Source: an optimization exercise on an open RTL-to-GDS flow (aim: small area). Production flows keep margins and buffers that such runs may drop. Only simulation tests tie the RTL to the original design; equivalence was not proved.

==> run P: inputs <==
==> flow/design.v <==
`timescale 1ns/1ns
module TX(input clk, input rst, input in, input run, input [3:0]rate, input tx_request, output [51:0]out, output valid, output ready, output [1:0]cr, output [1:0]mod);
reg m1, m0, c1;
assign mod = {m1, m0};
assign cr = {c1, ~c1 & m1 & m0};
wire m3 = m1 & m0;
wire m2 = m1 & ~m0;
wire nz = m1 | m0;
wire cr_half = ~c1 & ~cr[0];
always @(posedge clk, negedge rst) begin
	if(~rst) begin
		m1 <= 1'b1; m0 <= 1'b1; c1 <= 1'b1;
	end
	else if(tx_request) begin
		m1 <= ~(rate[2] & rate[0]);
		m0 <= ~(rate[3] & rate[0]);
		c1 <= rate[1] | ~rate[0];
	end
end
reg st;               
reg [6:0] scn;        
reg [6:0] d;          
reg [1:0] q;          
reg en, enb;          
wire vr = run & st;
wire fb = scn[6] ^ scn[3];
wire en_n = vr & (cr_half | q != 2'd1);
assign ready = st;
always @(posedge clk, negedge rst) begin
	if(~rst) begin
		st <= 1'b0;
		scn <= 7'h00;
		d <= 7'd0;
		q <= 2'd0;
		en <= 1'b0;
	end
	else begin
		st <= 1'b1;
		en <= en_n;
		if(vr) begin
			scn <= {scn[5:0], ~fb};
			d <= {d[5:0], in ^ fb};
			q <= (q == 2'd3 || (q == 2'd2 && c1)) ? 2'd0 : q + 2'd1;
		end
	end
end
always @(posedge clk) enb <= ~en_n;
wire ea = d[0] ^ d[2] ^ d[3] ^ d[5] ^ d[6];
wire eb = d[0] ^ d[1] ^ d[2] ^ d[3] ^ d[6];
reg r1, r2;
wire qa = q[0] ^ q[1];
wire xa = (cr_half | qa) ? ea : (q[0] | c1) ? r1 : r2;
wire xb = (cr[0] & ~qa) ? ea : eb;
always @(posedge clk) begin
	r1 <= ea;
	r2 <= eb;
end
wire mq0 = ~m1 & ~m0;    
wire mq1 = ~m1 & m0;     
reg [136:0] ev, od;
reg [136:0] evn, odn;
integer p;
always @(*) begin
	evn = {xa, ev[136:1]};
	odn = {xb, od[136:1]};
	if(m2) begin evn[128] = xa; odn[128] = xb; end
	if(mq1) begin evn[120] = xa; odn[120] = xb; end
	if(mq0) begin evn[112] = xa; odn[112] = xb; end
	for(p = 0; p < 2; p = p + 1) begin
		if(m2) begin evn[48*p+32] = ev[48*p+49]; odn[48*p+32] = od[48*p+49]; end
		if(mq1) begin evn[48*p+24] = ev[48*p+57]; odn[48*p+24] = od[48*p+57]; end
		if(mq0) begin evn[48*p+16] = ev[48*p+57]; odn[48*p+16] = od[48*p+57]; end
	end
end
always @(posedge clk) begin
	ev <= {({136{en}} & evn[136:1]) | ({136{enb}} & ev[136:1]), ev[1]};
	od <= {({136{en}} & odn[136:1]) | ({136{enb}} & od[136:1]), od[1]};
end
reg [4:0] g;
reg [2:0] w;
reg vt;
wire oph = m1 ? (m0 ? g[4] & g[0] : g[3] & g[1] & g[0]) : (m0 ? g[2] & g[0] : g[1]);
always @(posedge clk, negedge rst) begin
	if(~rst) begin
		g <= 5'd0;
		w <= 3'd0;
		vt <= 1'b0;
	end
	else begin
		vt <= en & oph;
		if(en) begin
			w <= w + 3'd1;
			if(w == 3'd7) g <= oph ? 5'd0 : g + 5'd1;
		end
	end
end
assign valid = vt;
reg [6:0] pln;        
always @(posedge clk, negedge rst) begin
	if(~rst) pln <= 7'h00;
	else if(en & oph & (w == 3'd0)) pln <= {pln[5:0], ~(pln[6] ^ pln[3])};
end
wire J0 = (w == 3'd1) | (w == 3'd4) | (w == 3'd7);
wire J1 = (w == 3'd2) | (w == 3'd5) | (w == 3'd0);
wire J2 = (w == 3'd3) | (w == 3'd6);
wire A0 = m3 & J0, A1 = m3 & J2, A2 = m3 & J1;
wire B0 = m3 & J1, B1 = m3 & J0, B2 = m3 & J2;
wire [2:0] le0 = {A2 | ~m1, A1 | m2, A0};
wire [2:0] le3 = {A2, A1, A0 | ~m3};
wire [2:0] le2 = {A2, A1, A0};
wire [2:0] lo0 = {B2 | ~m3, B1, B0};
wire [2:0] lo1 = {B2, B1, B0 | m2};
wire [2:0] lo2 = {B2, B1, B0};
wire [2:0] lo3 = {B2, B1 | m2, B0 | ~m1};
wire [2:0] lo4 = {B2 | m2, B1, B0};
function [7:0] sub(input [5:0] t, input [2:0] s0, input [2:0] s1, input [2:0] s2, input [2:0] s3, input [2:0] s4, input [2:0] s5, input m3, input m1, input nz);
	reg n0, n1, n2, n3, n4, n5;
	begin
		n0 = ~(s0[0] & t[0] | s0[1] & t[1] | s0[2] & t[2]);
		n1 = ~(s1[0] & t[1] | s1[1] & t[2] | s1[2] & t[0]);
		n2 = ~(s2[0] & t[2] | s2[1] & t[0] | s2[2] & t[1]);
		n3 = ~(s3[0] & t[3] | s3[1] & t[4] | s3[2] & t[5]);
		n4 = ~(s4[0] & t[4] | s4[1] & t[5] | s4[2] & t[3]);
		n5 = ~(s5[0] & t[5] | s5[1] & t[3] | s5[2] & t[4]);
		sub = {n0, m3 & n1, m1 & ~(n1 ^ n2), 1'b1, nz & n3, m3 & n4, m1 & ~(n4 ^ n5), nz};
	end
endfunction
genvar k;
generate for(k = 0; k < 3; k = k + 1) begin : subc
	wire [5:0] te = {ev[48*k+40], ev[48*k+32], ev[48*k+24], ev[48*k+16], ev[48*k+8], ev[48*k]};
	wire [5:0] to = {od[48*k+40], od[48*k+32], od[48*k+24], od[48*k+16], od[48*k+8], od[48*k]};
	assign out[8*k+7 -: 8] = sub(te, le0, le0, le2, le3, le3, le2, m3, m1, nz);
	assign out[8*k+31 -: 8] = sub(to, lo0, lo1, lo2, lo3, lo4, lo2, m3, m1, nz);
end endgenerate
wire pt = ~pln[0] ^ (w[2] & w[1]);
assign out[51:48] = {~w[0] & pt, 2'b00, ~w[0]};
endmodule
==> flow/flow/run.sh <==
#!/bin/bash
# ORFS layout as in standard.sh, with three changes:
#  - synthesis maps logic with an area-recovering ABC script (flow/abc_area.script)
#    instead of ORFS's speed script; registers are mapped exactly as before
#  - port buffers use buf_1
#  - the clock tree uses clkbuf_8 with clusters of 20 sinks and no dummy loads
set -euo pipefail
W=$(pwd)
F=$W/flow
# synthesis script: ORFS synth.tcl with the ABC script replaced
python3 - "$FLOW_HOME/scripts/synth.tcl" "$W/synth_area.tcl" "$F/abc_area.script" <<'PY'
import sys
src, dst, script = sys.argv[1:]
s = open(src).read()
a = "  log_cmd abc {*}$abc_args\n"
assert s.count(a) == 1
s = s.replace(a, "  set abc_args [lreplace $abc_args 1 1 %s]\n%s" % (script, a))
open(dst, "w").write(s)
PY
sed "s#source \$::env(SCRIPTS_DIR)/synth.tcl#source $W/synth_area.tcl#" synth_recipe.tcl > synth_top.tcl
grep -q "synth_area.tcl" synth_top.tcl
sed "s#SYNTH_SCRIPT=[^ ]*#SYNTH_SCRIPT=$W/synth_top.tcl#" standard.sh > flow_run.sh
grep -q "synth_top.tcl" flow_run.sh
export SKIP_REPAIR_TIE_FANOUT=1
export BUFFER_PORTS_ARGS="-buffer_cell sky130_fd_sc_hd__buf_1"
export CTS_ARGS="-sink_clustering_enable -repair_clock_nets -dont_use_dummy_load -buf_list sky130_fd_sc_hd__clkbuf_8 -sink_clustering_size 18 -sink_clustering_max_diameter 60"
bash flow_run.sh > flow_run.log 2>&1
==> flow/flow/abc_area.script <==
&get -n
&st
&syn2
&dch
&nf -R 1000 -p -F 16 -C 32 -E 100
&put
==> flow/standard.sh <==
#!/bin/bash
# synth_recipe.tcl (not shown) runs the flow's synth.tcl, then flattens the netlist and writes it again
# the make line also repeats each setting of config.mk as NAME=value (left out here)
make -C /OpenROAD-flow-scripts/flow DESIGN_CONFIG=/design/flow/config.mk WORK_HOME=/design/flow/orfs CLKGATE_MAP_FILE= SYNTH_SCRIPT=/design/flow/synth_recipe.tcl "${@:-finish}"
==> flow/config.mk <==
export PLATFORM = sky130hd
export DESIGN_NAME = TX
export DESIGN_NICKNAME = TX
export VERILOG_FILES = /design/flow/design.v
export SDC_FILE = /design/flow/constraint.sdc
export NUM_CORES = 8
export LEC_CHECK = 0
export CAP_MARGIN = 20
export CORE_MARGIN = 2
export CORE_UTILIZATION = 70
export PLACE_DENSITY = 0.92
export SLEW_MARGIN = 20
==> flow/constraint.sdc <==
create_clock -name core_clock -period 8.0 [get_ports {clk}]
set_input_delay 1.6000 -clock core_clock [delete_from_list [all_inputs] [get_ports {clk}]]
set_output_delay 1.6000 -clock core_clock [all_outputs]
set_load 0.01 [all_outputs]
==> run E: changes against run P <==
--- a/flow/design.v
+++ b/flow/design.v
@@ -55,26 +55,50 @@
 	r1 <= ea;
 	r2 <= eb;
 end
-wire mq0 = ~m1 & ~m0;    
-wire mq1 = ~m1 & m0;     
 reg [136:0] ev, od;
-reg [136:0] evn, odn;
-integer p;
-always @(*) begin
-	evn = {xa, ev[136:1]};
-	odn = {xb, od[136:1]};
-	if(m2) begin evn[128] = xa; odn[128] = xb; end
-	if(mq1) begin evn[120] = xa; odn[120] = xb; end
-	if(mq0) begin evn[112] = xa; odn[112] = xb; end
-	for(p = 0; p < 2; p = p + 1) begin
-		if(m2) begin evn[48*p+32] = ev[48*p+49]; odn[48*p+32] = od[48*p+49]; end
-		if(mq1) begin evn[48*p+24] = ev[48*p+57]; odn[48*p+24] = od[48*p+57]; end
-		if(mq0) begin evn[48*p+16] = ev[48*p+57]; odn[48*p+16] = od[48*p+57]; end
+wire [136:0] evn, odn;
+genvar p;
+generate for(p = 0; p < 137; p = p + 1) begin : chain
+	if(p == 136) begin
+		assign evn[p] = xa;
+		assign odn[p] = xb;
 	end
-end
+	else if(p == 0) begin
+		assign evn[p] = m1 ? ev[1] : m0 ? ev[17] : ev[41];
+		assign odn[p] = m1 ? od[1] : m0 ? od[17] : od[41];
+	end
+	else if(p == 48) begin
+		assign evn[p] = m1 ? ev[49] : m0 ? ev[65] : ev[89];
+		assign odn[p] = m1 ? od[49] : m0 ? od[65] : od[89];
+	end
+	else if(p == 96) begin
+		assign evn[p] = m1 ? ev[97] : m0 ? ev[113] : xa;
+		assign odn[p] = m1 ? od[97] : m0 ? od[113] : xb;
+	end
+	else if(p == 24 || p == 72) begin
+		assign evn[p] = m1 ? ev[p+1] : ev[p+17];
+		assign odn[p] = m1 ? od[p+1] : od[p+17];
+	end
+	else if(p == 120) begin
+		assign evn[p] = m1 ? ev[p+1] : xa;
+		assign odn[p] = m1 ? od[p+1] : xb;
+	end
+	else if(p == 128) begin
+		assign evn[p] = m0 ? ev[p+1] : xa;
+		assign odn[p] = m0 ? od[p+1] : xb;
+	end
+	else if(p == 8 || p == 32 || p == 56 || p == 80 || p == 104) begin
+		assign evn[p] = m0 ? ev[p+1] : ev[p+9];
+		assign odn[p] = m0 ? od[p+1] : od[p+9];
+	end
+	else begin
+		assign evn[p] = ev[p+1];
+		assign odn[p] = od[p+1];
+	end
+end endgenerate
 always @(posedge clk) begin
-	ev <= {({136{en}} & evn[136:1]) | ({136{enb}} & ev[136:1]), ev[1]};
-	od <= {({136{en}} & odn[136:1]) | ({136{enb}} & od[136:1]), od[1]};
+	ev <= ({137{en}} & evn) | ({137{enb}} & ev);
+	od <= ({137{en}} & odn) | ({137{enb}} & od);
 end
 reg [4:0] g;
 reg [2:0] w;
@@ -103,25 +127,20 @@
 wire J0 = (w == 3'd1) | (w == 3'd4) | (w == 3'd7);
 wire J1 = (w == 3'd2) | (w == 3'd5) | (w == 3'd0);
 wire J2 = (w == 3'd3) | (w == 3'd6);
-wire A0 = m3 & J0, A1 = m3 & J2, A2 = m3 & J1;
-wire B0 = m3 & J1, B1 = m3 & J0, B2 = m3 & J2;
-wire [2:0] le0 = {A2 | ~m1, A1 | m2, A0};
-wire [2:0] le3 = {A2, A1, A0 | ~m3};
-wire [2:0] le2 = {A2, A1, A0};
-wire [2:0] lo0 = {B2 | ~m3, B1, B0};
-wire [2:0] lo1 = {B2, B1, B0 | m2};
-wire [2:0] lo2 = {B2, B1, B0};
-wire [2:0] lo3 = {B2, B1 | m2, B0 | ~m1};
-wire [2:0] lo4 = {B2 | m2, B1, B0};
-function [7:0] sub(input [5:0] t, input [2:0] s0, input [2:0] s1, input [2:0] s2, input [2:0] s3, input [2:0] s4, input [2:0] s5, input m3, input m1, input nz);
+wire [2:0] se0 = {m3 & J1, m3 & J2, ~m3 | J0};
+wire [2:0] se2 = {m3 & J1, m3 & J2, m3 & J0};
+wire [2:0] so0 = {m3 & J2, m3 ? J0 : m2, m3 ? J1 : ~m2};
+wire [2:0] so1 = {m3 ? J2 : m2, m3 & J0, m3 & J1};
+wire [2:0] so2 = {m3 & J2, m3 & J0, m3 & J1};
+function [7:0] sub(input [5:0] t, input [2:0] s0, input [2:0] s1, input [2:0] s2, input m3, input m1, input nz);
 	reg n0, n1, n2, n3, n4, n5;
 	begin
 		n0 = ~(s0[0] & t[0] | s0[1] & t[1] | s0[2] & t[2]);
 		n1 = ~(s1[0] & t[1] | s1[1] & t[2] | s1[2] & t[0]);
 		n2 = ~(s2[0] & t[2] | s2[1] & t[0] | s2[2] & t[1]);
-		n3 = ~(s3[0] & t[3] | s3[1] & t[4] | s3[2] & t[5]);
-		n4 = ~(s4[0] & t[4] | s4[1] & t[5] | s4[2] & t[3]);
-		n5 = ~(s5[0] & t[5] | s5[1] & t[3] | s5[2] & t[4]);
+		n3 = ~(s0[0] & t[3] | s0[1] & t[4] | s0[2] & t[5]);
+		n4 = ~(s1[0] & t[4] | s1[1] & t[5] | s1[2] & t[3]);
+		n5 = ~(s2[0] & t[5] | s2[1] & t[3] | s2[2] & t[4]);
 		sub = {n0, m3 & n1, m1 & ~(n1 ^ n2), 1'b1, nz & n3, m3 & n4, m1 & ~(n4 ^ n5), nz};
 	end
 endfunction
@@ -129,8 +148,8 @@
 generate for(k = 0; k < 3; k = k + 1) begin : subc
 	wire [5:0] te = {ev[48*k+40], ev[48*k+32], ev[48*k+24], ev[48*k+16], ev[48*k+8], ev[48*k]};
 	wire [5:0] to = {od[48*k+40], od[48*k+32], od[48*k+24], od[48*k+16], od[48*k+8], od[48*k]};
-	assign out[8*k+7 -: 8] = sub(te, le0, le0, le2, le3, le3, le2, m3, m1, nz);
-	assign out[8*k+31 -: 8] = sub(to, lo0, lo1, lo2, lo3, lo4, lo2, m3, m1, nz);
+	assign out[8*k+7 -: 8] = sub(te, se0, se0, se2, m3, m1, nz);
+	assign out[8*k+31 -: 8] = sub(to, so0, so1, so2, m3, m1, nz);
 end endgenerate
 wire pt = ~pln[0] ^ (w[2] & w[1]);
 assign out[51:48] = {~w[0] & pt, 2'b00, ~w[0]};
--- a/flow/flow/run.sh
+++ b/flow/flow/run.sh
@@ -21,7 +21,6 @@
 grep -q "synth_area.tcl" synth_top.tcl
 sed "s#SYNTH_SCRIPT=[^ ]*#SYNTH_SCRIPT=$W/synth_top.tcl#" standard.sh > flow_run.sh
 grep -q "synth_top.tcl" flow_run.sh
-export SKIP_REPAIR_TIE_FANOUT=1
 export BUFFER_PORTS_ARGS="-buffer_cell sky130_fd_sc_hd__buf_1"
-export CTS_ARGS="-sink_clustering_enable -repair_clock_nets -dont_use_dummy_load -buf_list sky130_fd_sc_hd__clkbuf_8 -sink_clustering_size 18 -sink_clustering_max_diameter 60"
+export CTS_ARGS="-sink_clustering_enable -repair_clock_nets -dont_use_dummy_load -buf_list sky130_fd_sc_hd__clkbuf_8 -sink_clustering_size 20 -sink_clustering_max_diameter 60"
 bash flow_run.sh > flow_run.log 2>&1
==> flow/flow/abc_area.script (replaced) <==
&get -n
&st
&syn2
&dch
&nf -R 1000
&put
- PLACE_DENSITY: 0.92 -> 0.8
==> results.txt <==
status=complete, no violations; M1 wire length=9.58 mm; Worst Path Buf+Inv=2; WHS Endpoint=od[0]; drt wl/cell=19.3 um; Synth Area in XOR/XNOR=0.0197; drt via density=6.69
The numbers above come from run P.

==> results.txt <==
status=complete, no violations; drt wl/cell=19.2 um; Synth Area in XOR/XNOR=0.00977; WHS Endpoint=od[121]
The numbers above come from run E.

re-timing with driven ports:
The flow's constraints put no driver on any port. The routed layouts listed below were extracted and timed again, unchanged, in two steps.
Step 1 sets driving cells, clkbuf_16 on the clock port and buf_2 on the other inputs (assumed; they add their load-dependent delay and slew).
Step 2 adds t to the input delays and takes it off the output delays; t is the mean of the earliest and latest rising clock arrival at the registers after step 1. Input paths then give back, and output paths get back, about the clock's delay inside the block.
Slacks: ideal / step 1 / step 2; pairs: ideal / step 1.
| run | shift t [ns] | setup WS [ns] | worst setup path at the end | latest minus earliest clock arrival (ns) | pins driven straight from the clock port |
|---|---|---|---|---|---|
| run P | 0.559 | 2.924 / 2.885 / 3.445 | register to output | 0.033 / 0.033 | 1 |
| run E | 0.563 | 2.870 / 2.831 / 3.394 | register to output | 0.050 / 0.050 | 1 |
After both steps setup and hold are still met in every run listed.
